What follows belongs to an exercise in optimizing a design on an open flow for small area; a production flow would make more cautious choices.
At most, simulation tests tie the RTL to the original design; equivalence was not proved.
Only the layout flow was run in run 1; the RTL was not checked for function there.
The clock port is modelled as an ideal driver; clocking choices that lean on that would not hold on a real chip.
Power is estimated from default activity; no workload was simulated.

==> flow/constraint.sdc <==
create_clock -name core_clock -period 10.0 [get_ports {clk}]
set_input_delay 2.0000 -clock core_clock [delete_from_list [all_inputs] [get_ports {clk}]]
set_output_delay 2.0000 -clock core_clock [all_outputs]
set_load 0.01 [all_outputs]
==> flow/standard.sh <==
#!/bin/bash
# synth_recipe.tcl (not shown) runs the flow's synth.tcl, then flattens the netlist and writes it again
# the make line also repeats each setting of config.mk as NAME=value (left out here)
make -C /OpenROAD-flow-scripts/flow DESIGN_CONFIG=/design/flow/config.mk WORK_HOME=/design/flow/orfs CLKGATE_MAP_FILE= SYNTH_SCRIPT=/design/flow/synth_recipe.tcl "${@:-finish}"
==> flow/config.mk <==
export PLATFORM = sky130hd
export DESIGN_NAME = breakthecode
export DESIGN_NICKNAME = breakthecode
export VERILOG_FILES = /design/flow/design.v
export SDC_FILE = /design/flow/constraint.sdc
export NUM_CORES = 4
export LEC_CHECK = 0
export CAP_MARGIN = 20
export CORE_MARGIN = 2
export CORE_UTILIZATION = 40
export SLEW_MARGIN = 20
==> flow/design.v <==
module prbs_gen (
  input  [15:0] word,
  output [15:0] next_word,
  output        state_zero,
  output [15:0] seed_word
);
  localparam REMAINDER_SIZE = 11;
  localparam [REMAINDER_SIZE:0] CRC_POLYNOMIAL = 'b1010_0000_0001;
  function [15:0] data_of;
    input [REMAINDER_SIZE-1:0] poly_ip;
    reg [REMAINDER_SIZE:0] nCRC;
    integer i;
    begin
      nCRC = {poly_ip, ^(CRC_POLYNOMIAL & {poly_ip, 1'b0})};
      for (i = 1; i < 16; i = i + 1) begin
        data_of[i-1] = nCRC[0];
        nCRC = {nCRC, ^(CRC_POLYNOMIAL & {nCRC[REMAINDER_SIZE-1:0], 1'b0})};
      end
      data_of[15] = nCRC[0];
    end
  endfunction
  wire [31:0] s;
  assign s[4:0]  = 5'b0;
  assign s[16:5] = word[15:4];
  genvar n;
  generate
    for (n = 17; n < 32; n = n + 1) begin : g_seq
      assign s[n] = s[n-11] ^ s[n-9];
    end
  endgenerate
  assign next_word = s[31:16];
  assign state_zero = ~|word[14:4];
  assign seed_word  = data_of(11'b111_1111_1110);
endmodule
`timescale 1ns / 1ps
module pulse_synchronizer(
    input clk,
    input in,
    output outb
    );
logic [1:0] ff_delay;
    always_ff @(posedge clk or posedge in)
      if (in) ff_delay <= 2'b00;
      else ff_delay <= {ff_delay[0],1'b1};
assign outb = ff_delay[1];
endmodule
module timer (
    input  wire        clk,
    input  wire        resetb,
    input  wire        enable,
    input  wire        reset_timer,
    output wire        timer_expires,
    output wire        zero,           
    output wire [16:0] digits          
    );
  localparam [2:0] PH_LAST = 5;
  localparam [2:0] PH_DEC  = 3'd6;
  localparam [2:0] PH_ZERO = 3'd7;
  reg [2:0]  ph;
  reg        h;
  reg [3:0]  t, u, d1, d0;
  wire dec  = (ph == PH_DEC);
  assign zero = (ph == PH_ZERO);
  wire z0 = (d0 == 4'd0);
  wire z1 = (d1 == 4'd0);
  wire z2 = (u == 4'd0);
  wire z3 = (t == 4'd0);
  wire hi_zero = ~h & z3 & z2 & z1;
  wire finished = ~zero & hi_zero & (d0 == {3'b000, dec});
  assign timer_expires = ~zero & hi_zero & z0;
  wire run = enable & ~finished;
  reg [2:0] ph_next;
  always @* begin
    case (ph)
      3'd0: ph_next = 3'd1;
      3'd1: ph_next = 3'd2;
      3'd2: ph_next = 3'd3;
      3'd3: ph_next = 3'd4;
      3'd4: ph_next = 3'd5;
      3'd5: ph_next = PH_DEC;
      default: ph_next = 3'd1;
    endcase
    if (!run) ph_next = (ph[2] & ph[1]) ? 3'd0 : ph;
    if (reset_timer) ph_next = PH_ZERO;
  end
  always @(posedge clk or negedge resetb)
    if (!resetb) ph <= PH_ZERO;
    else ph <= ph_next;
  always @(posedge clk)
    if (zero) begin
      h  <= 1'b1;
      t  <= 4'd8;
      u  <= 4'd0;
      d1 <= 4'd0;
      d0 <= 4'd0;
    end else if (dec) begin
      d0 <= bcd_dec(d0);
      if (z0) d1 <= bcd_dec(d1);
      if (z0 & z1) u <= bcd_dec(u);
      if (z0 & z1 & z2) t <= bcd_dec(t);
      if (z0 & z1 & z2 & z3) h <= 1'b0;
    end
  assign digits = {h, t, u, d1, d0};
  function [3:0] bcd_dec;
    input [3:0] b;
    bcd_dec = {b[3] ? b[0] : ~(b[2] | b[1] | b[0]),
               (b[2] & (b[1] | b[0])) | (b[3] & ~b[0]),
               b[0] ? b[1] : (~b[1] & (b[2] | b[3])),
               ~b[0]};
  endfunction
endmodule
module gameLogic(
    input             clk,
    input             resetb,
    input             first,         
    input             start,
    input             confirmSel,
    input      [15:0] switches,
    output            timer_enable,
    input             timer_expires,
    output            reset_timer,
    output reg [3:0]  correctCode,
    output reg [3:0]  correctLoc,
    output reg        gameStart
    );
 localparam [2:0] PRE0 = 3'd0, PRE1 = 3'd1, RUN1 = 3'd4, RUN = 3'd5, CHK = 3'd6, DONE = 3'd2;
 reg [2:0]  state;
 reg [15:0] breakcode;
 reg [3:0]  pend_code, pend_loc;
 assign reset_timer  = (state == RUN1);
 assign timer_enable = state[2];
 wire pregame = (state == PRE0) | (state == PRE1);
 wire [15:0] next_word;
 wire [15:0] seed_word;
 wire        state_zero;
 prbs_gen i_prbs_gen (.word(breakcode), .next_word(next_word), .state_zero(state_zero),
                      .seed_word(seed_word));
 reg [3:0] loc, found;
 integer i, j;
 always @* begin
   for (j = 0; j < 4; j = j + 1) begin
     loc[j] = (switches[4*j +: 4] == breakcode[4*j +: 4]);
     found[j] = 1'b0;
     for (i = 0; i < 4; i = i + 1)
       found[j] = found[j] | (switches[4*i +: 4] == breakcode[4*j +: 4]);
   end
 end
 always @(posedge clk) begin
   pend_loc  <= thermo(loc);
   pend_code <= thermo(found);
 end
 wire check = (state == CHK) & ~timer_expires;
 always @(posedge clk or negedge resetb)
   if (!resetb) begin
     correctCode <= 4'b0000;
     correctLoc  <= 4'b0000;
     gameStart   <= 1'b0;
     state       <= PRE0;
     breakcode   <= 16'h0000;
   end else begin
     if (pregame & ~start & confirmSel) breakcode <= switches;
     else if ((state == PRE0) & ~start)
       breakcode <= (state_zero & ~first) ? seed_word : next_word;
     if (check) begin
       correctCode <= pend_code;
       correctLoc  <= pend_loc;
     end
     if (check) gameStart <= 1'b1;
     else if (start & (pregame | (state == DONE))) gameStart <= 1'b0;
     case (state)
       PRE0, PRE1:
         if (start) state <= RUN1;
         else if (confirmSel) state <= PRE1;
       RUN1, RUN:
         if (timer_expires) state <= DONE;
         else if (confirmSel) state <= CHK;
         else state <= RUN;
       CHK:
         if (timer_expires | pend_loc[3]) state <= DONE;
         else state <= RUN;
       DONE:
         if (start) state <= RUN1;
       default: state <= PRE0;
     endcase
   end
 function [3:0] thermo;
   input [3:0] v;
   thermo = {&v,
             (v[0] & v[1] & (v[2] | v[3])) | (v[2] & v[3] & (v[0] | v[1])),
             (v[0] & v[1]) | (v[2] & v[3]) | ((v[0] | v[1]) & (v[2] | v[3])),
             |v};
 endfunction
endmodule
module colorLEDDriver(
    input  clk,
    input  resetb,
    input  startgame,
    input  breakcode,
    output reg green,
    output reg red,
    output     blue
    );
    localparam PULSE_COUNT = 6;
    localparam PULSE_CNT_WIDTH = $clog2(PULSE_COUNT);
    reg [PULSE_CNT_WIDTH-1:0] pulse_cnt;
    assign blue = 1'b0;
    always @(posedge clk or negedge resetb)
      if (!resetb) begin
        pulse_cnt <= {PULSE_CNT_WIDTH{1'b0}};
        green <= 1'b0;
        red   <= 1'b0;
      end else if (startgame) begin
        if (pulse_cnt == PULSE_COUNT) begin
          pulse_cnt <= {PULSE_CNT_WIDTH{1'b0}};
          green <= breakcode & ~green;
          red   <= ~breakcode & ~red;
        end else pulse_cnt <= {pulse_cnt[2] ^ (pulse_cnt[1] & pulse_cnt[0]), pulse_cnt[1] ^ pulse_cnt[0], ~pulse_cnt[0]};
      end
endmodule
module eightSegmentLEDdriver (
  input  wire        clk,
  input  wire        resetb,
  input  wire        zero,
  input  wire [16:0] digits,    
  output wire [7:0]  AN,
  output wire [7:0]  COUT
);
    localparam POSITION_CHANGE_CYCLE = 11;
    localparam POSITION_CNT_WIDTH = $clog2(POSITION_CHANGE_CYCLE);
    reg [POSITION_CNT_WIDTH-1:0] change_position_cnt;
    reg [2:0] digit_cnt;
    wire last = (change_position_cnt == POSITION_CHANGE_CYCLE);
    always @(posedge clk or negedge resetb)
      if (!resetb) begin
        change_position_cnt <= {POSITION_CNT_WIDTH{1'b0}};
        digit_cnt <= 3'b000;
      end else begin
        change_position_cnt <= last ? {POSITION_CNT_WIDTH{1'b0}} : inc4(change_position_cnt);
        digit_cnt <= digit_cnt ^ {last & digit_cnt[1] & digit_cnt[0], last & digit_cnt[0], last};
      end
    function [3:0] inc4;
      input [3:0] c;
      inc4 = {c[3] ^ (c[2] & c[1] & c[0]), c[2] ^ (c[1] & c[0]), c[1] ^ c[0], ~c[0]};
    endfunction
    wire [7:0] sel;
    genvar k;
    generate
      for (k = 0; k < 8; k = k + 1) begin : g_sel
        assign sel[k] = (digit_cnt == k);
      end
    endgenerate
    assign AN = ~sel;
    wire [3:0] s = sel[3:0] & {4{~zero}};
    wire [3:0] v;
    assign v[3:1] = ({3{s[0]}} & digits[3:1])  | ({3{s[1]}} & digits[7:5]) |
                    ({3{s[2]}} & digits[11:9]) | ({3{s[3]}} & digits[15:13]);
    assign v[0]   = (s[0] & digits[0])  | (s[1] & digits[4]) | (s[2] & digits[8]) |
                    (s[3] & digits[12]) | (sel[4] & ~zero & digits[16]);
    wire sa = ~v[1] & (v[2] ? ~v[0] : (v[0] & ~v[3]));
    wire sb = v[2] & (v[1] ^ v[0]);
    wire sc = ~v[2] & v[1] & ~v[0];
    wire sd = v[2] ? ~(v[1] ^ v[0]) : (~v[1] & v[0]);
    wire se = v[0] | (v[2] & ~v[1]);
    wire sf = (~v[2] & ~v[3] & (v[1] | v[0])) | (v[1] & v[0]);
    wire sg = (~v[3] & ~v[2] & ~v[1]) | (v[2] & v[1] & v[0]);
    assign COUT = {sa, sb, sc, sd, se, sf, sg, ~sel[2]};
endmodule
`timescale 1ns / 1ps
module breakthecode(
    input clk,
    input reset,
    input confirm,
    input start,
    input [15:0] switches,
    output [3:0] A,
    output [3:0] B,
    output [7:0] AN,
    output [7:0] CN,
    output red,
    output blue,
    output green
    );
wire [16:0] digits;
wire timer_expires;
wire timer_enable;
wire reset_timer;
wire zero;
wire reset_b;
wire confirm_b;
wire start_b;
wire gameStart;
pulse_synchronizer isync_reset   (.clk(clk), .in(reset), .outb (reset_b));
pulse_synchronizer isync_confirm (.clk(clk), .in(confirm), .outb (confirm_b));
pulse_synchronizer isync_start   (.clk(clk), .in(start), .outb (start_b));
timer i_timer (
    .clk           (clk),
    .resetb        (reset_b),
    .enable        (timer_enable),
    .reset_timer   (reset_timer),
    .timer_expires (timer_expires),
    .zero          (zero),
    .digits        (digits)
);
gameLogic i_gameLogic (
     .clk           (clk),
     .resetb        (reset_b),
     .first         (zero),
     .start         (~start_b),
     .confirmSel    (~confirm_b),
     .switches      (switches),
     .timer_enable  (timer_enable),
     .timer_expires (timer_expires),
     .reset_timer   (reset_timer),
     .correctCode   (A),
     .correctLoc    (B),
     .gameStart     (gameStart)
);
eightSegmentLEDdriver i_LEDDriver (
    .clk    (clk),
    .resetb (reset_b),
    .zero   (zero),
    .digits (digits),
    .AN     (AN),
    .COUT   (CN)
);
colorLEDDriver i_colorLEDDriver (
    .clk       (clk),
    .resetb    (reset_b),
    .startgame (gameStart),
    .breakcode (B[3]),
    .green     (green),
    .red       (red),
    .blue      (blue)
);
endmodule
==> flow/flow/run.sh <==
#!/bin/bash
# The standard layout (standard.sh) with three changes:
# - synthesis maps with flow/abc_speed.script, ORFS's own ABC script with
#   pin permutation and delay relaxation in &nf and without the buffering and
#   upsizing at its end (the design has several ns of slack);
# - ports get the smallest buffer, sky130_fd_sc_hd__buf_1;
# - the clock tree uses clkbuf_4 below a clkbuf_8 root, in clusters of at most 8 sinks, and no dummy loads.
set -euo pipefail
here=$(pwd)
cp -r "$FLOW_HOME/scripts" "$here/orfs_scripts"
cp "$here/flow/abc_speed.script" "$here/orfs_scripts/abc_speed.script"
SCRIPTS_DIR="$here/orfs_scripts" bash standard.sh synth > synth.log 2>&1
export BUFFER_PORTS_ARGS="-buffer_cell sky130_fd_sc_hd__buf_1"
export CTS_ARGS="-sink_clustering_enable -repair_clock_nets -root_buf sky130_fd_sc_hd__clkbuf_8 -buf_list sky130_fd_sc_hd__clkbuf_4 -dont_use_dummy_load -sink_clustering_size 8"
bash standard.sh > layout.log 2>&1
==> flow/flow/abc_speed.script <==
&get -n
&st
&dch
&nf -R 1000 -p
&st
&syn2
&if -g -K 6
&synch2
&nf -R 1000 -p
&st
&syn2
&if -g -K 6
&synch2
&nf -R 1000 -p
&st
&syn2
&if -g -K 6
&synch2
&nf -R 1000 -p
&st
&syn2
&if -g -K 6
&synch2
&nf -R 1000 -p
&st
&syn2
&if -g -K 6
&synch2
&nf -R 1000 -p
&put
topo
stime -c
dnsize -c
==> summary.md, run 1 <==
| Metric | Value |
|---|---|
| Run status | timing/DRC/antenna clean |
| Asr flop ratio synth | 66.2% |
| Total Die Area | 11,100 um^2 |
| Unrepaired setup endpoints after global routing | false |
| Post-Syn Instances | 436 |
| Clock buffer count from CTS | 9 |
| Routed via count | 3,295 |
| Worst VDD drop | 0.000124 V |
| Crit path capture type | primary output |
| Seq/Total Area, Yosys | 42.2% |
| Fillers | 957 |
| Slew @ Worst Pin | 0.880 ns |
| Antenna violations before repair | 0 |
| Slew margin rel. | 41.1% |
| Placed Area | 4370 um^2 |
| P_leak | 1.69 nW |
| Post-DP HPWL | 6610 um |
| Vias per Instance | 5.35 |
| RR Endpoint | i_timer.t[2] |
| Die H | 105 um |
| I/O Pins | 47 |
| Reg2reg setup slack | 7.50 ns |
| Critical Path RT | 8.00 ns |
| CP max stage delay | 0.65 ns |
| Worst Skew | 0.0341 ns |
| Commonest non-fill, non-tap cell in the layout | xnor2_1 |
| Setup TNS | 0 ns |
| Worst-path fanout max | 16 |
| Worst Setup Path Type | register to primary output |
| Cts hold-fix bufs | 0 |
| Largest net degree at the start of global routing | 44 |
| Synth area leader | dfrtp_1 |
| Ant diodes | 0 |
| FF-to-FF Start | i_timer.ph[1] |
| Worst setup SP type | register |
| Yosys warnings | 5 |
| Avg Inst Size Synth | 9.40 um^2 |
| Final nets | 511 |
| Setup Fix Bufs, Post-CTS | 0 |
| Most frequent cells in the layout | xnor2_1, dfrtp_1, buf_1, nand2_1, o21ai_0 |
| Vias in the first global route | 3,122 |
| Hold Path Class | register to asynchronous set/reset pin |
| Number of synthesized flops with an enable pin | 0 |
| Gpl congestion | 0.847 |
| Period minus WS final | 5.00 ns |
| Core box area | 9860 um^2 |
| CTS tree | built |
| Num rows | 36 |
| Initial DRC count | 201 |
| Global route overflow | 0 |
| DRT Pass-1 Iters | 5 |
| Routed WL | 9200 um |
| Largest cells by area after synthesis | dfrtp_1, xnor2_1, dfxtp_1, o21ai_0, nand2_1 |
| Share of cells above drive strength 1 | 3.52% |
| Critical Path AT | 3.00 ns |
| CTS Sinks | 74 |
| Reg2Reg Depth | 8 |
| Worst-path clk slew | 0.09 ns |
| Final std cells w/o fill | 616 |
| Clk latency of the worst-skew pair | 0.34 ns |
| Design Area, Final | 4500 um^2 |
| Max cap viols | 0 |
| Input/output buffers | 45 |
| DRC violations left | 0 |
| Post-synth top flop | dfrtp_1 |
| H-tree levels | 3 |
| Gr usage total | 17.2% |
| Yosys reg bits | 74 |
| Effective utilization at floorplan | 41.5% |
| Most frequent CP cell | o21ai_0 |
| Clk buf depth | 2 |
| CP max stage cell | dfrtp_1 |
| WL per Instance | 14.9 um |
| Synthesized cell area | 4100 um^2 |
| Top-area cell type share of the netlist area | 28.1% |
| Area grow syn2layout | 9.84% |
| Crit-path cells | mux2_1 -> a22oi_1 -> nor2_1 -> o21ai_0 -> clkinv_1 -> ha_1 -> o21ai_0 -> buf_1 |
| Library cells used by synthesis | 42 |
| Routed Antenna Nets | 0 |
| Tcrit/Tclk final | 50.0% |
| Placed Instances | 607 |
| CTS resizes | 0 |
| Fmax | 200 MHz |
| Root Buffer | clkbuf_8 |
| Hold violation count in the final report | 0 |
| Power Dens Cells | 279 nW/um^2 |
| Final setup fails | 0 |
| Max Transition Viols Final | 0 |
| First-pass GRT wire length | 15,400 um |
| Final hold slack | 0.337 ns |
| DIE WIDTH | 105 um |
==> final cells by class <==
class,count,area [um^2],share of cell area [%]
multi-input cells,341,2250,50.0
flip-flops and latches,74,1730,38.5
repair buffers,46,176,3.92
well taps,133,166,3.70
clock buffers,9,124,2.75
inverters,13,48.8,1.08
==> worst max-delay path by stage <==
stage,startpoint,endpoint,slack (ns),cells after the start
after floorplan,i_LEDDriver.digit_cnt[0],CN[4],5.71,8
after CTS,i_LEDDriver.digit_cnt[0],CN[4],4.98,8
after detailed placement,i_LEDDriver.digit_cnt[0],CN[4],5.37,8
after global placement,i_LEDDriver.digit_cnt[0],CN[4],5.49,8
after global routing,i_LEDDriver.digit_cnt[0],CN[4],4.72,8
final,i_LEDDriver.digit_cnt[0],CN[4],5.00,8
==> critical path, delay by kind of cell (launching register included) <==
family,cells,cell delay (ns)
AO/OA/AOI/OAI,3,0.86
flip-flops,1,0.65
buffers and inverters,2,0.39
multiplexers,1,0.37
adder cells (fa/ha/maj),1,0.34
AND/OR/NAND/NOR,1,0.05
==> logic make-up (layout without fill, tap and decap cells) <==
kind of cell             count (synthesis)  after routing  synth area share [%]
other                                    2              4                 0.183
AO/OA/AOI/OAI                           96             96                  13.9
multiplexers                            12             12                  4.09
AND/OR/NAND/NOR                        142            142                  17.4
XOR/XNOR                                81             81                  17.3
buffers and inverters                   23             68                  3.02
adder cells (fa/ha/maj)                  6              6                  1.83
flip-flops                              74             74                  42.2
==> report_power, final <==
part / switching, mW / leakage (nW) / internal (mW)
combinational: 0.252 / 0.822 / 0.252
sequential: 0.178 / 0.808 / 0.396
clock: 0.0975 / 0.0647 / 0.0804
==> state kept, by name (all words and copies together), names as in the netlist, 3 cells and up <==
| name | count |
|---|---|
| i_gameLogic.pend_code | 4 |
| i_timer.ph | 3 |
| i_gameLogic.breakcode | 16 |
| i_timer.u | 4 |
| i_timer.d0 | 4 |
| i_timer.t | 4 |
| i_gameLogic.correctLoc | 4 |
| i_timer.d1 | 4 |
| i_gameLogic.pend_loc | 4 |
| i_gameLogic.correctCode | 4 |
| i_colorLEDDriver.pulse_cnt | 3 |
| i_gameLogic.state | 3 |
| i_LEDDriver.change_position_cnt | 4 |
| i_LEDDriver.digit_cnt | 3 |
==> metrics by stage <==
stage | total power [mW] | setup WS (ns) | util [%]
floorplan | 0.948 | 5.71 | -
global placement | 1.06 | 5.49 | 44.3
detailed placement | 1.08 | 5.37 | 44.3
CTS | 1.26 | 4.98 | 45.6
global route | 1.36 | 4.72 | 45.6
finish | 1.26 | 5.00 | 45.6
==> routing by layer <==
metal  wire length [um]  vias up  GRT usage [%]
met3                409       14           4.49
met1               4310     1586           22.9
met4                120        0           5.33
li1                   -     1625              -
met2               4350       70           27.1
met5                  0        -              0
==> Yosys cell counts, types with 9 or more instances <==
master    instances
xnor2_1          73
dfrtp_1          46
nand2_1          39
o21ai_0          37
nor2_1           30
dfxtp_1          25
a21oi_1          21
nand4_1          18
a22oi_1          15
nand3_1          14
clkinv_1         13
buf_4            10
nand2b_1          9
==> run 2, diff against run 1 <==
--- a/flow/design.v
+++ b/flow/design.v
@@ -53,9 +53,8 @@
     output wire        zero,           
     output wire [16:0] digits          
     );
-  localparam [2:0] PH_LAST = 5;
-  localparam [2:0] PH_DEC  = 3'd6;
-  localparam [2:0] PH_ZERO = 3'd7;
+  localparam [2:0] PH_ZERO = 3'd0;
+  localparam [2:0] PH_DEC  = 3'd7;
   reg [2:0]  ph;
   reg        h;
   reg [3:0]  t, u, d1, d0;
@@ -72,34 +71,32 @@
   reg [2:0] ph_next;
   always @* begin
     case (ph)
-      3'd0: ph_next = 3'd1;
       3'd1: ph_next = 3'd2;
       3'd2: ph_next = 3'd3;
       3'd3: ph_next = 3'd4;
       3'd4: ph_next = 3'd5;
-      3'd5: ph_next = PH_DEC;
-      default: ph_next = 3'd1;
+      3'd5: ph_next = 3'd6;
+      3'd6: ph_next = PH_DEC;    
+      default: ph_next = 3'd2;
     endcase
-    if (!run) ph_next = (ph[2] & ph[1]) ? 3'd0 : ph;
+    if (!run) ph_next = (zero | dec) ? 3'd1 : ph;
     if (reset_timer) ph_next = PH_ZERO;
   end
   always @(posedge clk or negedge resetb)
     if (!resetb) ph <= PH_ZERO;
     else ph <= ph_next;
-  always @(posedge clk)
-    if (zero) begin
-      h  <= 1'b1;
-      t  <= 4'd8;
-      u  <= 4'd0;
-      d1 <= 4'd0;
-      d0 <= 4'd0;
-    end else if (dec) begin
-      d0 <= bcd_dec(d0);
-      if (z0) d1 <= bcd_dec(d1);
-      if (z0 & z1) u <= bcd_dec(u);
-      if (z0 & z1 & z2) t <= bcd_dec(t);
-      if (z0 & z1 & z2 & z3) h <= 1'b0;
-    end
+  wire e0 = dec;
+  wire e1 = e0 & z0;
+  wire e2 = e1 & z1;
+  wire e3 = e2 & z2;
+  wire e4 = e3 & z3;
+  always @(posedge clk) begin
+    d0 <= zero ? 4'd0 : e0 ? bcd_dec(d0) : d0;
+    d1 <= zero ? 4'd0 : e1 ? bcd_dec(d1) : d1;
+    u  <= zero ? 4'd0 : e2 ? bcd_dec(u)  : u;
+    t  <= zero ? 4'd8 : e3 ? bcd_dec(t)  : t;
+    h  <= zero | (h & ~e4);
+  end
   assign digits = {h, t, u, d1, d0};
   function [3:0] bcd_dec;
     input [3:0] b;
@@ -200,21 +197,20 @@
     output reg red,
     output     blue
     );
-    localparam PULSE_COUNT = 6;
-    localparam PULSE_CNT_WIDTH = $clog2(PULSE_COUNT);
-    reg [PULSE_CNT_WIDTH-1:0] pulse_cnt;
+    reg [2:0] pulse_cnt;
+    wire last = pulse_cnt[2] & ~pulse_cnt[1] & ~pulse_cnt[0];
     assign blue = 1'b0;
     always @(posedge clk or negedge resetb)
       if (!resetb) begin
-        pulse_cnt <= {PULSE_CNT_WIDTH{1'b0}};
+        pulse_cnt <= 3'b000;
         green <= 1'b0;
         red   <= 1'b0;
       end else if (startgame) begin
-        if (pulse_cnt == PULSE_COUNT) begin
-          pulse_cnt <= {PULSE_CNT_WIDTH{1'b0}};
+        pulse_cnt <= {pulse_cnt[1:0], ~(pulse_cnt[2] ^ pulse_cnt[1])};
+        if (last) begin
           green <= breakcode & ~green;
           red   <= ~breakcode & ~red;
-        end else pulse_cnt <= {pulse_cnt[2] ^ (pulse_cnt[1] & pulse_cnt[0]), pulse_cnt[1] ^ pulse_cnt[0], ~pulse_cnt[0]};
+        end
       end
 endmodule
 module eightSegmentLEDdriver (
@@ -225,23 +221,18 @@
   output wire [7:0]  AN,
   output wire [7:0]  COUT
 );
-    localparam POSITION_CHANGE_CYCLE = 11;
-    localparam POSITION_CNT_WIDTH = $clog2(POSITION_CHANGE_CYCLE);
-    reg [POSITION_CNT_WIDTH-1:0] change_position_cnt;
+    reg [3:0] change_position_cnt;
     reg [2:0] digit_cnt;
-    wire last = (change_position_cnt == POSITION_CHANGE_CYCLE);
+    wire last = change_position_cnt[3] & ~change_position_cnt[1] & ~change_position_cnt[0];
     always @(posedge clk or negedge resetb)
       if (!resetb) begin
-        change_position_cnt <= {POSITION_CNT_WIDTH{1'b0}};
+        change_position_cnt <= 4'b0000;
         digit_cnt <= 3'b000;
       end else begin
-        change_position_cnt <= last ? {POSITION_CNT_WIDTH{1'b0}} : inc4(change_position_cnt);
+        change_position_cnt <= {change_position_cnt[2:0],
+                                ~(change_position_cnt[3] ^ change_position_cnt[2] ^ change_position_cnt[0])};
         digit_cnt <= digit_cnt ^ {last & digit_cnt[1] & digit_cnt[0], last & digit_cnt[0], last};
       end
-    function [3:0] inc4;
-      input [3:0] c;
-      inc4 = {c[3] ^ (c[2] & c[1] & c[0]), c[2] ^ (c[1] & c[0]), c[1] ^ c[0], ~c[0]};
-    endfunction
     wire [7:0] sel;
     genvar k;
     generate
==> flow/flow/run.sh (replaced) <==
#!/bin/bash
# The standard layout (standard.sh) with three changes:
# - synthesis maps with flow/abc_speed.script, ORFS's own ABC script with
#   pin permutation and delay relaxation in &nf and without the buffering and
#   upsizing at its end (the design has several ns of slack);
# - ports get the smallest buffer, sky130_fd_sc_hd__buf_1;
# - the clock tree uses clkbuf_8 and no dummy loads.
set -euo pipefail
here=$(pwd)
cp -r "$FLOW_HOME/scripts" "$here/orfs_scripts"
cp "$here/flow/abc_speed.script" "$here/orfs_scripts/abc_speed.script"
SCRIPTS_DIR="$here/orfs_scripts" bash standard.sh synth > synth.log 2>&1
export BUFFER_PORTS_ARGS="-buffer_cell sky130_fd_sc_hd__buf_1"
export CTS_ARGS="-sink_clustering_enable -repair_clock_nets -buf_list sky130_fd_sc_hd__clkbuf_8 -dont_use_dummy_load"
bash standard.sh > layout.log 2>&1
--- a/flow/flow/abc_speed.script
+++ b/flow/flow/abc_speed.script
@@ -28,6 +28,3 @@
 &synch2
 &nf -R 1000 -p
 &put
-topo
-stime -c
-dnsize -c
==> run 2 against run 1 <==
Power is 2.0% lower. Critical path depth decreased by 2. Final area shrank 1.1%. Combinational power shrank 1%. Critical path type unchanged. Critical endpoint unchanged.
==> summary.md, run 2 <==
| Metric | Value |
|---|---|
| Run status | timing/DRC/antenna clean |
| Post-synth top flop | dfrtp_1 |
| Largest cells by area after synthesis | dfrtp_1, xnor2_1, dfxtp_1, xor2_1, o21ai_0 |
| Input/output buffers | 45 |
| Number of synthesized flops with an enable pin | 0 |
| Ant diodes | 0 |
| Final nets | 503 |
| Library cells used by synthesis | 36 |
| Synthesized cell area | 4050 um^2 |
| Power Dens Cells | 277 nW/um^2 |
| Vias in the first global route | 2,959 |
| Max Transition Viols Final | 0 |
| Reg2Reg Depth | 9 |
| Routed via count | 3,116 |
| DRT Pass-1 Iters | 4 |
| Hold violation count in the final report | 0 |
| Initial DRC count | 234 |
| Largest register FFs | 16 |
| Max cap viols | 0 |
| Worst-path clk slew | 0.08 ns |
| Yosys warnings | 5 |
| Unrepaired setup endpoints after global routing | false |
| Period minus WS final | 4.44 ns |
| Highest Signal Layer | met4 |
| Hold Path Class | register to asynchronous set/reset pin |
| Die H | 105 um |
| Total Die Area | 10,900 um^2 |
| DRC violations left | 0 |
| Asr flop ratio synth | 66.2% |
| Slew @ Worst Pin | 0.870 ns |
| Slew margin rel. | 41.8% |
| Setup TNS | 0 ns |
| Seq/Total Area, Yosys | 42.7% |
| Yosys reg bits | 74 |
| Most frequent cell after synthesis | xnor2_1 |
| Commonest non-fill, non-tap cell in the layout | xnor2_1 |
| Crit-path cells | mux4_2 -> nand2b_1 -> a21oi_1 -> ha_1 -> o21ai_0 -> buf_1 |
| Crit path capture type | primary output |
| CTS Sinks | 74 |
| Worst setup SP type | register |
| Root Buffer | clkbuf_8 |
| Worst Skew | 0.0279 ns |
| Gpl congestion | 0.875 |
| DIE WIDTH | 105 um |
| CTS resizes | 0 |
| Final setup fails | 0 |
| Top post-synthesis cells by count | xnor2_1, dfrtp_1, nand2_1 |
| Clock buffer count from CTS | 9 |
| Synth area leader | dfrtp_1 |
| RR Endpoint | i_timer.t[0] |
| Antenna violations before repair | 0 |
| Routed WL | 8780 um |
| Clk latency of the worst-skew pair | 0.34 ns |
| Share of cells above drive strength 1 | 2.95% |
| P_leak | 1.72 nW |
| Core box area | 9770 um^2 |
| Post-DP HPWL | 6360 um |
| Worst-path fanout max | 13 |
| Worst Setup Path Type | register to primary output |
| Critical Path AT | 2.44 ns |
| Reg2reg setup slack | 7.44 ns |
| Top-area cell type share of the netlist area | 30.3% |
| Core Util, Final | 45.5% |
| Routed Antenna Nets | 0 |
| Tcrit/Tclk final | 44.4% |
| CP max stage cell | dfrtp_1 |
| CP max stage delay | 0.53 ns |
| First-pass GRT wire length | 15,000 um |
| Avg Inst Size Synth | 9.45 um^2 |
| Setup Fix Bufs, Post-CTS | 0 |
| I/O Pins | 47 |
| Clk buf depth | 2 |
| WL per Instance | 14.4 um |
| Global route overflow | 0 |
| Most frequent cells in the layout | xnor2_1, dfrtp_1, buf_1, nand2_1, o21ai_0 |
| Fmax | 225 MHz |
| H-tree levels | 3 |
| Gr usage total | 16.8% |
| Effective utilization at floorplan | 41.4% |
| CTS tree | built |
| Critical Path RT | 8.00 ns |
| Vias per Instance | 5.13 |
| Post-Syn Instances | 428 |
| Num rows | 36 |
| Cts hold-fix bufs | 0 |
| Met1 wire length | 4570 um |
| Largest net degree at the start of global routing | 44 |
| Area grow syn2layout | 9.96% |
| Worst VDD drop | 0.0000959 V |
| Most flops, register | i_gameLogic.breakcode |
| Routed length on met3 | 390 um |
| Routed wl met2 | 3690 um |
| FF-to-FF Start | i_timer.d0[2] |
[run 2: changes by cell type after synthesis, sizes merged, moves of 4 or more]
cell	before	now
xor2	8	21
o21ai	37	32
o22ai	8	1
nand2	39	34
nand2b	9	5
nor3	4	15
xnor2	73	63
[run 2: final cells by class]
| class | instances | area [um^2] |
|---|---|---|
| fill | 985 | 5330 |
| multi-input combinational | 330 | 2190 |
| sequential | 74 | 1730 |
| timing repair buffer | 46 | 176 |
| tap | 133 | 166 |
| clock buffer | 9 | 124 |
| inverter | 16 | 60.1 |
[run 2: metrics by stage]
step | hold slack (ns) | cells | setup slack [ns] | cell area [um^2] | total power, mW
after floorplan | 0.331 | 430 | 5.61 | 4050 | 0.933
after global placement | 0.331 | 599 | 6.00 | 4320 | 1.04
after detailed placement | 0.336 | 599 | 5.93 | 4320 | 1.06
after CTS | 0.343 | 608 | 5.55 | 4450 | 1.24
after global routing | 0.350 | 608 | 5.36 | 4450 | 1.34
final | 0.326 | 608 | 5.56 | 4450 | 1.23
[run 2: worst max path at each step]
stage,slack (ns),depth (start not counted),to,from
floorplan,5.61,6,CN[4],i_timer.ph[0]
global placement,6.00,5,CN[4],i_LEDDriver.digit_cnt[1]
detailed placement,5.93,6,CN[4],i_LEDDriver.digit_cnt[0]
CTS,5.55,6,CN[4],i_LEDDriver.digit_cnt[0]
global route,5.36,8,CN[2],i_LEDDriver.digit_cnt[0]
finish,5.56,6,CN[4],i_LEDDriver.digit_cnt[0]
[run 2: cells by family after synthesis]
logic type      after synthesis  synth area share, %
compound gates               83                 12.1
mux                          14                 4.73
fa+ha+maj                     6                 1.86
other cells                   2                0.186
simple gates                139                 17.0
flops                        74                 42.7
xor+xnor                     84                 18.2
buf+inv                      26                 3.34
[run 2: worst max-delay path, delay by kind of cell (launching register included)]
kind	cells	cell delay (ns)
simple gates	1	0.05
buf+inv	1	0.17
compound gates	2	0.61
fa+ha+maj	1	0.34
flops	1	0.53
mux	1	0.39
[run 2: per-layer routing]
metal | vias to the layer above | global-route usage, %
li1 | 1576 | -
met1 | 1462 | 24.9
met2 | 67 | 24.7
met3 | 11 | 3.49
met4 | 0 | 4.83
met5 | - | 0
[run 2: power by group]
part	total, mW	switching [mW]	internal, mW
logic	0.498	0.248	0.250
clock network	0.174	0.0936	0.0804
registers	0.558	0.170	0.389
==> run 3, diff against run 2 <==
==> flow/flow/run.sh (replaced) <==
#!/bin/bash
# The standard layout (standard.sh) with three changes:
# - synthesis maps with flow/abc_speed.script, ORFS's own ABC script with
#   pin permutation and delay relaxation in &nf and without the buffering and
#   upsizing at its end (the design has several ns of slack);
# - ports get the smallest buffer, sky130_fd_sc_hd__buf_1;
# - the clock tree uses clkbuf_4 and no dummy loads, and flow/post_cts.tcl
#   upsizes the clkbuf_4 that drive many flip-flops to clkbuf_8.
set -euo pipefail
here=$(pwd)
cp -r "$FLOW_HOME/scripts" "$here/orfs_scripts"
cp "$here/flow/abc_speed.script" "$here/orfs_scripts/abc_speed.script"
SCRIPTS_DIR="$here/orfs_scripts" bash standard.sh synth > synth.log 2>&1
export BUFFER_PORTS_ARGS="-buffer_cell sky130_fd_sc_hd__buf_1"
export CTS_ARGS="-sink_clustering_enable -repair_clock_nets -buf_list sky130_fd_sc_hd__clkbuf_4 -dont_use_dummy_load"
export POST_CTS_TCL="$here/flow/post_cts.tcl"
bash standard.sh > layout.log 2>&1
==> flow/flow/post_cts.tcl (new file) <==
# Sourced by ORFS at the end of CTS (POST_CTS_TCL): the clock tree is built of
# clkbuf_4; a clkbuf_4 that drives more than 10 clock pins becomes a clkbuf_8,
# so that the clock slew at every flip-flop stays well below the limit.
set block [ord::get_db_block]
set resized 0
foreach inst [$block getInsts] {
  if {[[$inst getMaster] getName] != "sky130_fd_sc_hd__clkbuf_4"} { continue }
  foreach iterm [$inst getITerms] {
    if {![$iterm isOutputSignal]} { continue }
    set net [$iterm getNet]
    if {$net == "NULL"} { continue }
    if {[llength [$net getITerms]] > 11} {
      puts "post_cts: [$inst getName] drives [expr {[llength [$net getITerms]] - 1}] pins, now clkbuf_8"
      replace_cell [$inst getName] sky130_fd_sc_hd__clkbuf_8
      incr resized
    }
  }
}
if {$resized > 0} {
  detailed_placement
  check_placement -verbose
  estimate_parasitics -placement
}
==> run 3 against run 2 <==
Register-to-register slack worse by 0.03 ns. Wire length increased by 0.26%. Worst setup slack got worse by 0.040 ns. Power decreased by 2.8%. Flip-flop and latch count unchanged. Via count increased by 0.55%. Critical path type unchanged. Critical endpoint unchanged. Highest routed layer unchanged.
==> summary.md, run 3 <==
| Metric | Value |
|---|---|
| Run status | timing/DRC/antenna clean |
| Effective utilization at floorplan | 41.4% |
| Max Transition Viols Final | 0 |
| Synth Area in Simple Gates | 17.0% |
| Worst VDD drop | 0.0000952 V |
| Clk latency of the worst-skew pair | 0.40 ns |
| Most flops, register | i_gameLogic.breakcode |
| Worst-path clk slew | 0.11 ns |
| Max cap viols | 0 |
| Hold Path Class | register to asynchronous set/reset pin |
| Vias in the first global route | 2,951 |
| Crit path capture type | primary output |
| Worst setup SP type | register |
| P_leak | 1.70 nW |
| Most frequent cell after synthesis | xnor2_1 |
| Yosys reg bits | 74 |
| Input/output buffers | 45 |
| Gr usage total | 16.9% |
| Ant diodes | 0 |
| Vias per Instance | 5.15 |
| Design Area, Final | 4400 um^2 |
| CTS tree | built |
| Worst Setup Path Type | register to primary output |
| Largest register FFs | 16 |
| Commonest non-fill, non-tap cell in the layout | xnor2_1 |
| Power Dens Cells | 271 nW/um^2 |
| I/O Pins | 47 |
| Final nets | 503 |
| Largest family of logic cells by synthesized area | XOR/XNOR gates |
| Area grow syn2layout | 8.88% |
| First-pass GRT wire length | 15,000 um |
| Core box area | 9770 um^2 |
| Worst Skew | 0.0382 ns |
| Fmax | 223 MHz |
| Critical path launch point | i_LEDDriver.digit_cnt[0] |
| Compound-gate portion of the synthesized area | 12.1% |
| Period minus WS final | 4.48 ns |
| Worst-path fanout max | 13 |
| Post-DP HPWL | 6360 um |
| Worst setup path end | CN[4] |
| Largest net degree at the start of global routing | 44 |
| Internal Power | 689 uW |
| Synth Area in XOR/XNOR | 18.2% |
| Hold violation count in the final report | 0 |
| Total Die Area | 10,900 um^2 |
| Switching share of power | 42.4% |
| Initial DRC count | 241 |
| Critical Path RT | 8.00 ns |
| Logic pwr share | 41.7% |
| Placed Area | 4320 um^2 |
| Clock Power Share | 11.7% |
| Post-Syn Instances | 428 |
| Final setup fails | 0 |
| Flop pwr share | 46.6% |
| FF-to-FF Start | i_timer.d0[2] |
| Global route overflow | 0 |
| Reg2Reg Depth | 9 |
| Yosys warnings | 5 |
| Synthesized cell area | 4050 um^2 |
| Largest cells by area after synthesis | dfrtp_1, xnor2_1, dfxtp_1, xor2_1, o21ai_0 |
| Unrepaired setup endpoints after global routing | false |
| RR Endpoint | i_timer.t[0] |
| Area share of fa/ha/maj cells after synthesis | 1.86% |
| DIE WIDTH | 105 um |
| Slew margin rel. | 42.5% |
| NetSw | 507 uW |
| Top-area cell type share of the netlist area | 30.3% |
| Die H | 105 um |
| WL per Instance | 14.5 um |
| DRT Pass-1 Iters | 5 |
| Library cells used by synthesis | 36 |
| CTS Sinks | 74 |
| Most frequent cells in the layout | xnor2_1, dfrtp_1, buf_1, nand2_1, o21ai_0 |
| Number of synthesized flops with an enable pin | 0 |
| Routed Antenna Nets | 0 |
| Reg2reg setup slack | 7.41 ns |
| Top post-synthesis cells by count | xnor2_1, dfrtp_1, nand2_1 |
| Slew @ Worst Pin | 0.860 ns |
| Routed WL | 8800 um |
| Seq/Total Area, Yosys | 42.7% |
| Share of cells above drive strength 1 | 2.95% |
| Setup TNS | 0 ns |
| Critical Path AT | 2.48 ns |
| Routed via count | 3,133 |
| Synth area leader | dfrtp_1 |
| Num rows | 36 |
| Asr flop ratio synth | 66.2% |
| Gpl congestion | 0.875 |
| DRC violations left | 0 |
| Avg Inst Size Synth | 9.45 um^2 |
| Multiplexer share of the synthesized area | 4.73% |
| Tcrit/Tclk final | 44.8% |
| Antenna violations before repair | 0 |
| Post-synth top flop | dfrtp_1 |
==> run 3: cell families (layout without fill, tap and decap cells) <==
group / count (synthesis) / count (layout)
and+or+nand+nor: 139 / 139
xor gates and xnor gates: 84 / 84
AOI/OAI and AO/OA: 83 / 83
buffers and inverters: 26 / 71
muxes: 14 / 14
other: 2 / 4
adders and majority gates: 6 / 6
DFF: 74 / 74
==> run 3: routing by layer <==
layer | global-route usage, % | up-vias | wire [um] | part of all wire (%)
li1 | - | 1581 | - | -
met1 | 24.9 | 1470 | 4570 | 52
met2 | 24.8 | 69 | 3750 | 43
met3 | 4.05 | 13 | 363 | 4.1
met4 | 4.25 | 0 | 116 | 1.3
met5 | 0 | - | 0 | 0
==> run 3: final cells by class <==
class	instances	area, um^2
clock buffer	9	80.1
fill	988	5370
inverter	16	60.1
multi-input combinational	330	2190
sequential	74	1730
tap	133	166
timing repair buffer	46	176
==> run 3: critical path: stages (launching register included) <==
cell and delay, ns:
dfrtp_1 0.53, mux4_2 0.39, nand2b_1 0.05, a21oi_1 0.43
ha_1 0.34, o21ai_0 0.18, buf_1 0.17
==> run 3: stage by stage <==
step                utilization [%]  setup WS [ns]  cells  hold slack (ns)  total power [mW]
floorplan                         -           5.61    430            0.331             0.933
global placement               44.2           6.00    599            0.331              1.04
detailed placement             44.2           5.93    599            0.336              1.06
global route                   45.1           5.30    608            0.342              1.31
finish                         45.1           5.52    608            0.329              1.20
==> run 3: power by group through the flow <==
stage               Clock [mW]  Sequential (mW)  Combinational [mW]
floorplan                    0            0.520               0.414
global placement             0            0.558               0.487
detailed placement           0            0.563               0.499
global route             0.162            0.576               0.569
finish                   0.140            0.557               0.499
==> run 3: worst min-delay path by stage <==
stage | start | to | slack, ns | cells after the start
floorplan | isync_confirm.ff_delay[0] | isync_confirm.ff_delay[1] | 0.33 | 0
global placement | isync_confirm.ff_delay[0] | isync_confirm.ff_delay[1] | 0.33 | 0
detailed placement | isync_start.ff_delay[0] | isync_start.ff_delay[1] | 0.34 | 0
global route | isync_start.ff_delay[0] | isync_start.ff_delay[1] | 0.34 | 0
finish | isync_reset.ff_delay[1] | i_gameLogic.breakcode[5] | 0.33 | 0
==> run 4, diff against run 3 <==
--- a/flow/design.v
+++ b/flow/design.v
@@ -116,14 +116,16 @@
     output            timer_enable,
     input             timer_expires,
     output            reset_timer,
-    output reg [3:0]  correctCode,
-    output reg [3:0]  correctLoc,
+    output     [3:0]  correctCode,
+    output     [3:0]  correctLoc,
     output reg        gameStart
     );
  localparam [2:0] PRE0 = 3'd0, PRE1 = 3'd1, RUN1 = 3'd4, RUN = 3'd5, CHK = 3'd6, DONE = 3'd2;
  reg [2:0]  state;
  reg [15:0] breakcode;
- reg [3:0]  pend_code, pend_loc;
+ reg [4:0]  pend, cnt;
+ assign correctCode = to_thermo(cnt[4:2]);
+ assign correctLoc  = to_thermo({cnt[4] & cnt[2], cnt[1:0]});
  assign reset_timer  = (state == RUN1);
  assign timer_enable = state[2];
  wire pregame = (state == PRE0) | (state == PRE1);
@@ -142,15 +144,13 @@
        found[j] = found[j] | (switches[4*i +: 4] == breakcode[4*j +: 4]);
    end
  end
- always @(posedge clk) begin
-   pend_loc  <= thermo(loc);
-   pend_code <= thermo(found);
- end
+ wire [2:0] na = count4(found);
+ wire [2:0] nb = count4(loc);
+ always @(posedge clk) pend <= {na[2:1], na[0] | nb[2], nb[1:0]};
  wire check = (state == CHK) & ~timer_expires;
  always @(posedge clk or negedge resetb)
    if (!resetb) begin
-     correctCode <= 4'b0000;
-     correctLoc  <= 4'b0000;
+     cnt <= 5'd0;
      gameStart   <= 1'b0;
      state       <= PRE0;
      breakcode   <= 16'h0000;
@@ -158,10 +158,7 @@
      if (pregame & ~start & confirmSel) breakcode <= switches;
      else if ((state == PRE0) & ~start)
        breakcode <= (state_zero & ~first) ? seed_word : next_word;
-     if (check) begin
-       correctCode <= pend_code;
-       correctLoc  <= pend_loc;
-     end
+     if (check) cnt <= pend;
      if (check) gameStart <= 1'b1;
      else if (start & (pregame | (state == DONE))) gameStart <= 1'b0;
      case (state)
@@ -173,19 +170,20 @@
          else if (confirmSel) state <= CHK;
          else state <= RUN;
        CHK:
-         if (timer_expires | pend_loc[3]) state <= DONE;
+         if (timer_expires | (pend[4] & pend[2])) state <= DONE;
          else state <= RUN;
        DONE:
          if (start) state <= RUN1;
        default: state <= PRE0;
      endcase
    end
- function [3:0] thermo;
+ function [2:0] count4;
    input [3:0] v;
-   thermo = {&v,
-             (v[0] & v[1] & (v[2] | v[3])) | (v[2] & v[3] & (v[0] | v[1])),
-             (v[0] & v[1]) | (v[2] & v[3]) | ((v[0] | v[1]) & (v[2] | v[3])),
-             |v};
+   count4 = {&v, (^v[1:0] & ^v[3:2]) | (&v[1:0] ^ &v[3:2]), ^v};
+ endfunction
+ function [3:0] to_thermo;
+   input [2:0] c;
+   to_thermo = {c[2], c[2] | (c[1] & c[0]), c[2] | c[1], |c};
  endfunction
 endmodule
 module colorLEDDriver(
==> run 4 against run 3 <==
Die area did not move. Register-to-register slack improved by 0.03 ns. Wire length rose by 3.7%. Critical endpoint unchanged. Largest power group unchanged. Combinational power rose by 0.8%. Non-clock buffer count rose by 1.
==> summary.md, run 4 <==
| Metric | Value |
|---|---|
| Run status | timing/DRC/antenna clean |
| Share of cells above drive strength 1 | 2.97% |
| DRT Pass-1 Iters | 5 |
| Yosys reg bits | 68 |
| Input/output buffers | 45 |
| Routed via count | 3,277 |
| Asr flop ratio synth | 67.6% |
| Worst-path clk slew | 0.11 ns |
| Synth Area in Simple Gates | 18.3% |
| Slew margin rel. | 40.9% |
| Power Dens Cells | 266 nW/um^2 |
| Most frequent cells in the layout | xnor2_1, dfrtp_1, buf_1, nand2_1, o21ai_0 |
| WL per Instance | 15.1 um |
| Post-route setup slack | 5.24 ns |
| Synth Area in XOR/XNOR | 18.6% |
| Seq/Total Area, Yosys | 39.3% |
| Most flops, register | i_gameLogic.breakcode |
| Global route overflow | 0 |
| Clock Power Share | 11.5% |
| Vias per Instance | 5.42 |
| Gr usage total | 17.5% |
| Top-area cell type share of the netlist area | 28.5% |
| Most frequent cell after synthesis | xnor2_1 |
| Largest cells by area after synthesis | dfrtp_1, xnor2_1, dfxtp_1, xor2_1, ha_1 |
| Fmax | 210 MHz |
| Routed Antenna Nets | 0 |
| Post-Syn Instances | 425 |
| Routed WL | 9130 um |
| CTS tree | built |
| Post-DP HPWL | 6560 um |
| Hold violation count in the final report | 0 |
| Gpl congestion | 0.878 |
| RR Endpoint | i_timer.t[1] |
| Max cap viols | 0 |
| Worst Skew | 0.0342 ns |
| Crit path capture type | primary output |
| First-pass GRT wire length | 15,500 um |
| Placed Area | 4320 um^2 |
| Placement Setup Slack | 5.66 ns |
| Core box area | 9770 um^2 |
| Reg2Reg Depth | 9 |
| Initial DRC count | 143 |
| Vias in the first global route | 3,247 |
| Max Transition Viols Final | 0 |
| Reg2reg setup slack | 7.44 ns |
| DIE WIDTH | 105 um |
| Worst Setup Path Type | register to primary output |
| Setup TNS | 0 ns |
| Avg Inst Size Synth | 9.52 um^2 |
| Tcrit/Tclk final | 47.6% |
| Critical Path RT | 8.00 ns |
| Final setup fails | 0 |
| Synth area leader | dfrtp_1 |
| Number of synthesized flops with an enable pin | 0 |
| Hold Path Class | register to asynchronous set/reset pin |
| NetSw | 504 uW |
| Internal Power | 666 uW |
| Die H | 105 um |
| FF-to-FF Start | i_timer.ph[0] |
| Synthesized cell area | 4050 um^2 |
| Total Die Area | 10,900 um^2 |
| Switching share of power | 43.1% |
| Worst setup SP type | register |
| Ant diodes | 0 |
| Area grow syn2layout | 8.63% |
| CTS Sinks | 68 |
| Biggest regs | i_gameLogic.breakcode: 16 flops, i_gameLogic.cnt: 5 flops, i_gameLogic.pend: 5 flops |
| Multiplexer share of the synthesized area | 4.42% |
| P_leak | 1.74 nW |
| Top post-synthesis cells by count | xnor2_1, dfrtp_1, nand2_1 |
| Worst VDD drop | 0.000144 V |
| Flop pwr share | 45.5% |
| Logic pwr share | 43.0% |
| Worst-path fanout max | 16 |
| Clk latency of the worst-skew pair | 0.42 ns |
| Design Area, Final | 4390 um^2 |
| Antenna violations before repair | 0 |
| Largest net degree at the start of global routing | 41 |
| Yosys warnings | 5 |
| Fillers | 979 |
| Period minus WS final | 4.76 ns |
| Critical Path AT | 2.76 ns |
| Compound-gate portion of the synthesized area | 11.5% |
| Post-synth top flop | dfrtp_1 |
| Library cells used by synthesis | 41 |
| Largest register FFs | 16 |
| Num rows | 36 |
| Largest family of logic cells by synthesized area | XOR/XNOR gates |
| Unrepaired setup endpoints after global routing | false |
| I/O Pins | 47 |
| DRC violations left | 0 |
| Area share of fa/ha/maj cells after synthesis | 4.33% |
| Final nets | 508 |
| Effective utilization at floorplan | 41.4% |
| Slew @ Worst Pin | 0.884 ns |
| Commonest non-fill, non-tap cell in the layout | xnor2_1 |
-- run 4: changes by cell type after synthesis, moves of 5 or more --
cell / previous run / this run
ha_1: 6 / 14
nor2_1: 29 / 22
nor3_1: 15 / 9
o21ai_0: 32 / 26
a21oi_1: 24 / 19
nand4_1: 15 / 10
-- run 4: worst max-delay path by stage --
stage / from / to / slack [ns] / cells after the start
6_report: i_LEDDriver.digit_cnt[0] / CN[4] / 5.24 / 9
5_1_grt: i_LEDDriver.digit_cnt[0] / CN[4] / 4.99 / 9
3_5_place_dp: i_LEDDriver.digit_cnt[0] / CN[4] / 5.66 / 9
3_3_place_gp: i_LEDDriver.digit_cnt[0] / CN[4] / 5.80 / 9
2_1_floorplan: i_timer.ph[0] / CN[4] / 5.58 / 7
-- run 4: logic make-up after synthesis --
logic type | count (synthesis)
and+or+nand+nor | 141
xor gates and xnor gates | 86
AOI/OAI and AO/OA | 77
DFF | 68
buffers and inverters | 24
adders and majority gates | 14
muxes | 13
other | 2
-- run 4: area by class of cell --
type	instances	area [um^2]	area share, %
inverter	13	48.8	1.11
timing repair buffer	47	184	4.19
multi-input combinational	335	2330	53.0
sequential	68	1590	36.2
tap	133	166	3.79
clock buffer	9	73.8	1.68
-- run 4: metrics by stage --
| step | hold WS (ns) | std cells | power, mW | utilization, % |
|---|---|---|---|---|
| after floorplan | 0.331 | 427 | 0.901 | - |
| after global placement | 0.322 | 596 | 1.02 | 44.2 |
| after detailed placement | 0.327 | 596 | 1.04 | 44.2 |
| after global routing | 0.361 | 605 | 1.28 | 45.0 |
| final | 0.275 | 605 | 1.17 | 45.0 |
-- run 4: layer usage --
metal	GRT usage, %	wire length [um]	part of all wire (%)
met1	22.2	4150	45
met2	28.3	4350	48
met3	3.43	398	4.4
met4	8.98	227	2.5
met5	0	0	0
-- run 4: power by group through the flow --
stage	Combinational [mW]	Sequential (mW)	Clock (mW)
6_report	0.503	0.533	0.134
5_1_grt	0.577	0.551	0.149
3_5_place_dp	0.504	0.536	0
3_3_place_gp	0.489	0.531	0
2_1_floorplan	0.415	0.486	0
-- run 4: worst max-delay path: stages, from the launching register on --
cell	delay (ns)
dfrtp_1	0.69
mux2_1	0.37
a22oi_1	0.14
o22ai_1	0.10
nand2_1	0.22
clkinv_1	0.14
ha_1	0.28
and3_1	0.16
a21oi_1	0.12
buf_1	0.17
==> run 5, diff against run 4 <==
--- a/flow/design.v
+++ b/flow/design.v
@@ -41,7 +41,7 @@
 logic [1:0] ff_delay;
     always_ff @(posedge clk or posedge in)
       if (in) ff_delay <= 2'b00;
-      else ff_delay <= {ff_delay[0],1'b1};
+      else ff_delay <= {ff_delay[0],~in};    
 assign outb = ff_delay[1];
 endmodule
 module timer (
@@ -54,7 +54,7 @@
     output wire [16:0] digits          
     );
   localparam [2:0] PH_ZERO = 3'd0;
-  localparam [2:0] PH_DEC  = 3'd7;
+  localparam [2:0] PH_DEC  = 3'd2;
   reg [2:0]  ph;
   reg        h;
   reg [3:0]  t, u, d1, d0;
@@ -71,15 +71,15 @@
   reg [2:0] ph_next;
   always @* begin
     case (ph)
-      3'd1: ph_next = 3'd2;
-      3'd2: ph_next = 3'd3;
-      3'd3: ph_next = 3'd4;
+      3'd7: ph_next = 3'd6;
+      3'd6: ph_next = 3'd4;
       3'd4: ph_next = 3'd5;
-      3'd5: ph_next = 3'd6;
-      3'd6: ph_next = PH_DEC;    
-      default: ph_next = 3'd2;
+      3'd5: ph_next = 3'd1;
+      3'd1: ph_next = 3'd3;
+      3'd3: ph_next = PH_DEC;    
+      default: ph_next = 3'd6;
     endcase
-    if (!run) ph_next = (zero | dec) ? 3'd1 : ph;
+    if (!run) ph_next = (zero | dec) ? 3'd7 : ph;
     if (reset_timer) ph_next = PH_ZERO;
   end
   always @(posedge clk or negedge resetb)
==> run 5 against run 4 <==
Register-to-register slack improved by 0.09 ns. Global-route usage is 0.83 points lower. Non-clock buffer count unchanged. Synthesized area down 1.6%. Largest cell class unchanged. Wire length decreased by 6.0%. Cell count fell by 2.0%. Combinational power up 3%. Sequential power up 0.8%.
==> summary.md, run 5 <==
| Metric | Value |
|---|---|
| Run status | timing/DRC/antenna clean |
| WL per Instance | 14.5 um |
| Post-route setup slack | 5.25 ns |
| Final std cells w/o fill | 593 |
| Vias per Instance | 5.27 |
| Most frequent cell after synthesis | xnor2_1 |
| Hold violation count in the final report | 0 |
| Tcrit/Tclk final | 47.5% |
| Worst VDD drop | 0.000146 V |
| NetSw | 508 uW |
| Most flops, register | i_gameLogic.breakcode |
| Design Area, Final | 4320 um^2 |
| Gr usage total | 16.7% |
| Asr flop ratio synth | 67.6% |
| Total Die Area | 10,800 um^2 |
| Antenna violations before repair | 0 |
| Final hold slack | 0.324 ns |
| Most frequent cells in the layout | xnor2_1, dfrtp_1, buf_1, o21ai_0, a21oi_1 |
| Biggest regs | i_gameLogic.breakcode: 16 flops, i_gameLogic.cnt: 5 flops, i_gameLogic.pend: 5 flops |
| Placed Instances | 584 |
| Slew margin rel. | 32.7% |
| Library cells used by synthesis | 38 |
| Slew @ Worst Pin | 1.01 ns |
| Unrepaired setup endpoints after global routing | false |
| P_leak | 1.72 nW |
| Fillers | 977 |
| CP max stage delay | 0.63 ns |
| Top-area cell type share of the netlist area | 28.9% |
| Commonest non-fill, non-tap cell in the layout | xnor2_1 |
| Logic pwr share | 43.8% |
| Worst Setup Path Type | register to primary output |
| Routed Antenna Nets | 0 |
| Initial DRC count | 151 |
| Total power | 1.19 mW |
| Post-Syn Instances | 415 |
| Core box area | 9730 um^2 |
| Avg Inst Size Synth | 9.59 um^2 |
| Power Dens Cells | 275 nW/um^2 |
| Ant diodes | 0 |
| Post-DP HPWL | 6330 um |
| Crit path capture type | primary output |
| Max Transition Viols Final | 0 |
| Buf/Inv on CP | 1 |
| Largest cells by area after synthesis | dfrtp_1, xnor2_1, dfxtp_1, xor2_1, ha_1 |
| Yosys warnings | 5 |
| Effective utilization at floorplan | 40.9% |
| Yosys reg bits | 68 |
| Placed Area | 4250 um^2 |
| Gpl congestion | 0.848 |
| Final setup fails | 0 |
| Share of cells above drive strength 1 | 3.04% |
| Worst setup SP type | register |
| Top post-synthesis cells by count | xnor2_1, dfrtp_1, o21ai_0 |
| Max cap viols | 0 |
| I/O Pins | 47 |
| Crit-path cells | mux4_2 -> nor2b_1 -> and2_0 -> ha_1 -> and3_1 -> a21oi_1 -> buf_1 |
| Routed WL | 8580 um |
| Synth area leader | dfrtp_1 |
| Area grow syn2layout | 8.58% |
| CTS tree | built |
| Die H | 104 um |
| Hold Path Class | register to asynchronous set/reset pin |
| Placement Setup Slack | 5.71 ns |
| Num rows | 36 |
| Routed via count | 3,126 |
| Core Util, Final | 44.4% |
| Input/output buffers | 45 |
| First-pass GRT wire length | 14,600 um |
| Seq/Total Area, Yosys | 40.0% |
| CTS Sinks | 68 |
| Number of synthesized flops with an enable pin | 0 |
| Vias in the first global route | 2,932 |
| Worst-path fanout max | 15 |
| Largest register FFs | 16 |
| Fmax | 211 MHz |
| Final nets | 496 |
| Critical Path AT | 2.75 ns |
| FF-to-FF Start | i_timer.ph[0] |
| DIE WIDTH | 104 um |
| Critical Path RT | 8.00 ns |
| Global route overflow | 0 |
| DRC violations left | 0 |
| CP max stage cell | dfrtp_1 |
| Setup TNS | 0 ns |
| Post-synth top flop | dfrtp_1 |
| Internal Power | 681 uW |
| Crit path max-delay family | flip-flops |
| Switching share of power | 42.7% |
| Worst-path clk slew | 0.10 ns |
| Reg2reg setup slack | 7.53 ns |
| Synthesized cell area | 3980 um^2 |
| DRT Pass-1 Iters | 4 |
| Clock Power Share | 11.0% |
| Clk latency of the worst-skew pair | 0.41 ns |
| Reg2Reg Depth | 8 |
| RR Endpoint | i_timer.t[0] |
| Worst Skew | 0.0229 ns |
| Flop pwr share | 45.2% |
| Period minus WS final | 4.75 ns |
| Largest net degree at the start of global routing | 41 |
-- run 5: cell types whose count changed after synthesis, sizes merged, moves of 3 or more --
| cell | delta |
|---|---|
| a21oi | +6 |
| nand2 | -9 |
| nand3 | -5 |
| nand3b | -3 |
| nor3 | +3 |
| o22ai | -4 |
| or3 | +3 |
-- run 5: worst reg2reg max path, stage by stage (launching register included) --
cell	delay (ns)
dfrtp_1	0.44
nor2_1	0.17
and2_0	0.22
nand2_1	0.13
or4_1	0.50
or2_0	0.33
nor4_1	0.36
xnor2_1	0.17
nor2_1	0.06
-- run 5: logic make-up (layout without fill, tap and decap cells) --
group	after synthesis	after routing	share of synthesized area (%)
multiplexers	12	12	4.18
buffers and inverters	24	69	3.30
XOR/XNOR	85	85	18.7
AO/OA/AOI/OAI	80	80	11.8
adder cells (fa/ha/maj)	14	14	4.40
other	1	1	0.0942
flip-flops	68	68	40.0
AND/OR/NAND/NOR	131	131	17.5
-- run 5: metal layers --
metal / share of wire (%) / vias to the layer above / track usage [%] / routed length [um]
met3: 3.2 / 18 / 3.21 / 277
met2: 47 / 59 / 26.7 / 4050
met1: 47 / 1504 / 22.1 / 4040
met4: 2.4 / 0 / 7.34 / 210
met5: 0 / - / 0 / 0
li1: - / 1545 / - / -
-- run 5: worst max-delay path by stage --
stage                     depth (start not counted)                     start    end  slack [ns]
final                                             7  i_LEDDriver.digit_cnt[1]  CN[4]        5.25
after global placement                            7  i_LEDDriver.digit_cnt[1]  CN[4]        5.78
after detailed placement                          7  i_LEDDriver.digit_cnt[1]  CN[4]        5.71
after floorplan                                   7  i_LEDDriver.digit_cnt[1]  CN[4]        5.90
after global routing                              7  i_LEDDriver.digit_cnt[1]  CN[4]        5.10
-- run 5: power groups by stage --
| stage | clock network (mW) | registers, mW | logic [mW] |
|---|---|---|---|
| finish | 0.131 | 0.537 | 0.520 |
| global route | 0.147 | 0.557 | 0.604 |
| detailed placement | 0 | 0.541 | 0.525 |
| global placement | 0 | 0.539 | 0.511 |
| floorplan | 0 | 0.493 | 0.434 |
-- run 5: final cells by class --
| class | count | area (um^2) | share of cell area, % |
|---|---|---|---|
| Tap cell | 133 | 166 | 3.85 |
| Timing Repair Buffer | 47 | 184 | 4.25 |
| Inverter | 13 | 48.8 | 1.13 |
| Clock buffer | 9 | 73.8 | 1.71 |
| Multi-Input combinational cell | 323 | 2260 | 52.2 |
| Sequential cell | 68 | 1590 | 36.8 |
==> run 6, diff against run 5 <==
--- a/flow/flow/run.sh
+++ b/flow/flow/run.sh
@@ -12,6 +12,6 @@
 cp "$here/flow/abc_speed.script" "$here/orfs_scripts/abc_speed.script"
 SCRIPTS_DIR="$here/orfs_scripts" bash standard.sh synth > synth.log 2>&1
 export BUFFER_PORTS_ARGS="-buffer_cell sky130_fd_sc_hd__buf_1"
-export CTS_ARGS="-sink_clustering_enable -repair_clock_nets -buf_list sky130_fd_sc_hd__clkbuf_4 -dont_use_dummy_load"
+export CTS_ARGS="-repair_clock_nets -buf_list sky130_fd_sc_hd__clkbuf_4 -dont_use_dummy_load"
 export POST_CTS_TCL="$here/flow/post_cts.tcl"
 bash standard.sh > layout.log 2>&1
==> run 6 against run 5 <==
Clock skew stayed put. Clock power hardly changed. Synthesized cell count unchanged. Worst setup slack unchanged. Critical endpoint unchanged. Final area unchanged. Fmax is the same.
==> summary.md, run 6 <==
| Metric | Value |
|---|---|
| Hold violation count in the final report | 0 |
| DIE WIDTH | 104 um |
| Critical Path AT | 2.75 ns |
| Ant diodes | 0 |
| Gpl congestion | 0.848 |
| Top post-synthesis cells by count | xnor2_1, dfrtp_1, o21ai_0 |
| Seq/Total Area, Yosys | 40.0% |
| Worst-path fanout max | 15 |
| Max cap viols | 0 |
| Post-route setup slack | 5.25 ns |
| Avg Inst Size Synth | 9.59 um^2 |
| Area grow syn2layout | 8.58% |
| Final setup fails | 0 |
| Worst setup SP type | register |
| CTS tree | built |
| Commonest non-fill, non-tap cell in the layout | xnor2_1 |
| First-pass GRT wire length | 14,600 um |
| Number of synthesized flops with an enable pin | 0 |
| DRT Pass-1 Iters | 4 |
| Most frequent cell after synthesis | xnor2_1 |
| Library cells used by synthesis | 38 |
| Slew @ Worst Pin | 1.01 ns |
| Clk latency of the worst-skew pair | 0.41 ns |
| Effective utilization at floorplan | 40.9% |
| Fmax | 211 MHz |
| Placement Setup Slack | 5.71 ns |
| P_leak | 1.72 nW |
| Biggest regs | i_gameLogic.breakcode: 16 flops, i_gameLogic.cnt: 5 flops, i_gameLogic.pend: 5 flops |
| Yosys warnings | 5 |
| Gr usage total | 16.7% |
| FF-to-FF Start | i_timer.ph[0] |
| Routed Antenna Nets | 0 |
| CTS Sinks | 68 |
| Hold Path Class | register to asynchronous set/reset pin |
| Core box area | 9730 um^2 |
| Routed WL | 8580 um |
| Worst-path clk slew | 0.10 ns |
| Worst Skew | 0.0229 ns |
| Area of the multi-input gates | 2260 um^2 |
| Largest net degree at the start of global routing | 41 |
| Share of cells above drive strength 1 | 3.04% |
| Placed Area | 4250 um^2 |
| Reg2reg setup slack | 7.53 ns |
| Initial DRC count | 151 |
| Post-Syn Instances | 415 |
| Critical path launch point | i_LEDDriver.digit_cnt[1] |
| Post-synth top flop | dfrtp_1 |
| Run status | timing/DRC/antenna clean |
| Period minus WS final | 4.75 ns |
| Vias per Instance | 5.27 |
| I/O Pins | 47 |
| Vias in the first global route | 2,932 |
| Antenna violations before repair | 0 |
| Max Transition Viols Final | 0 |
| Top-area cell type share of the netlist area | 28.9% |
| Yosys reg bits | 68 |
| Register area | 1590 um^2 |
| Total Die Area | 10,800 um^2 |
| Final nets | 496 |
| DRC violations left | 0 |
| Largest register FFs | 16 |
| Post-DP HPWL | 6330 um |
| Worst VDD drop | 0.000146 V |
| Power Dens Cells | 275 nW/um^2 |
| Input/output buffers | 45 |
| Synthesized cell area | 3980 um^2 |
| Crit path capture type | primary output |
| Slew margin rel. | 32.7% |
| Fillers | 977 |
| WL per Instance | 14.5 um |
| Tcrit/Tclk final | 47.5% |
| Asr flop ratio synth | 67.6% |
| Routed via count | 3,126 |
| Unrepaired setup endpoints after global routing | false |
| Largest cells by area after synthesis | dfrtp_1, xnor2_1, dfxtp_1, xor2_1, ha_1 |
| Core Util, Final | 44.4% |
| Global route overflow | 0 |
| Synth area leader | dfrtp_1 |
| Critical Path RT | 8.00 ns |
| Setup TNS | 0 ns |
| Design Area, Final | 4320 um^2 |
| Num rows | 36 |
| Worst Setup Path Type | register to primary output |
| Most frequent cells in the layout | xnor2_1, dfrtp_1, buf_1, o21ai_0, a21oi_1 |
| Most flops, register | i_gameLogic.breakcode |
| Die H | 104 um |
-- run 6: cell counts in the layout (fill, tap and decap cells not counted) --
No cell type changed its count.
-- run 6: final cells by class --
| class | instances | area share (%) |
|---|---|---|
| clock buffers | 9 | 1.71 |
| inverters | 13 | 1.13 |
| multi-input cells | 323 | 52.2 |
| flip-flops and latches | 68 | 36.8 |
| well taps | 133 | 3.85 |
| repair buffers | 47 | 4.25 |
-- run 6: worst paths after layout --
kind / cells after the start / to
setup / recovery: 7 / CN[4]
hold / removal: 1 / i_timer.ph[2]
setup reg to reg: 8 / i_timer.t[0]
hold reg to reg: 1 / i_timer.ph[2]
max in group asynchronous: 2 / isync_start.ff_delay[0]
min in group core_clock: 0 / isync_reset.ff_delay[1]
-- run 6: worst max-delay path, stage by stage, from the launching register on --
cell and delay, ns:
dfrtp_1 0.63, mux4_2 0.54, nor2b_1 0.15, and2_0 0.26, ha_1 0.32, and3_1 0.16, a21oi_1 0.11, buf_1 0.17
-- run 6: logic make-up after synthesis --
logic type / count (synthesis) / synth area share (%)
multiplexers: 12 / 4.18
XOR/XNOR: 85 / 18.7
AND/OR/NAND/NOR: 131 / 17.5
flip-flops: 68 / 40.0
AO/OA/AOI/OAI: 80 / 11.8
other: 1 / 0.0942
buffers and inverters: 24 / 3.30
adder cells (fa/ha/maj): 14 / 4.40
-- run 6: per-layer routing --
| layer | global-route usage [%] | share of wire, % |
|---|---|---|
| met5 | 0 | 0 |
| met4 | 7.34 | 2.4 |
| met1 | 22.1 | 47 |
| met2 | 26.7 | 47 |
| met3 | 3.21 | 3.2 |
-- run 6: through the flow --
step / cells / hold slack [ns] / power (mW)
2_1_floorplan: 415 / 0.331 / 0.927
3_3_place_gp: 584 / 0.332 / 1.05
3_5_place_dp: 584 / 0.339 / 1.07
5_1_grt: 593 / 0.367 / 1.31
6_report: 593 / 0.324 / 1.19
-- run 6: report_power, final --
group          switching, mW  leakage (nW)  total, mW  internal [mW]
Clock                 0.0849        0.0440      0.131         0.0460
Combinational          0.252         0.925      0.520          0.268
Sequential             0.171         0.748      0.537          0.366

## static timing again, ports no longer ideal
Ports are ideal in the flow. The routed layouts listed here were re-timed in OpenROAD. Step 1 sets driving cells, clkbuf_16 on the clock port and buf_2 on the other inputs (assumed; they add their load-dependent delay and slew). Step 2 times the ports against the registers' clock, not the clock port: input delays grow and output delays shrink by t, the midpoint of the rising clock arrivals with the driver on. Three values: ideal ports, drivers, drivers and shift; two values: the first two.
run	t, ns	setup slack, ns
run 1	0.360	5.003 / 4.970 / 5.330
run 2	0.357	5.562 / 5.529 / 5.886
run 3	0.416	5.523 / 5.492 / 5.908
run 4	0.434	5.237 / 5.205 / 5.639
run 5	0.429	5.255 / 5.225 / 5.655
run 6	0.429	5.255 / 5.225 / 5.655
After both steps every run listed still meets setup and hold.
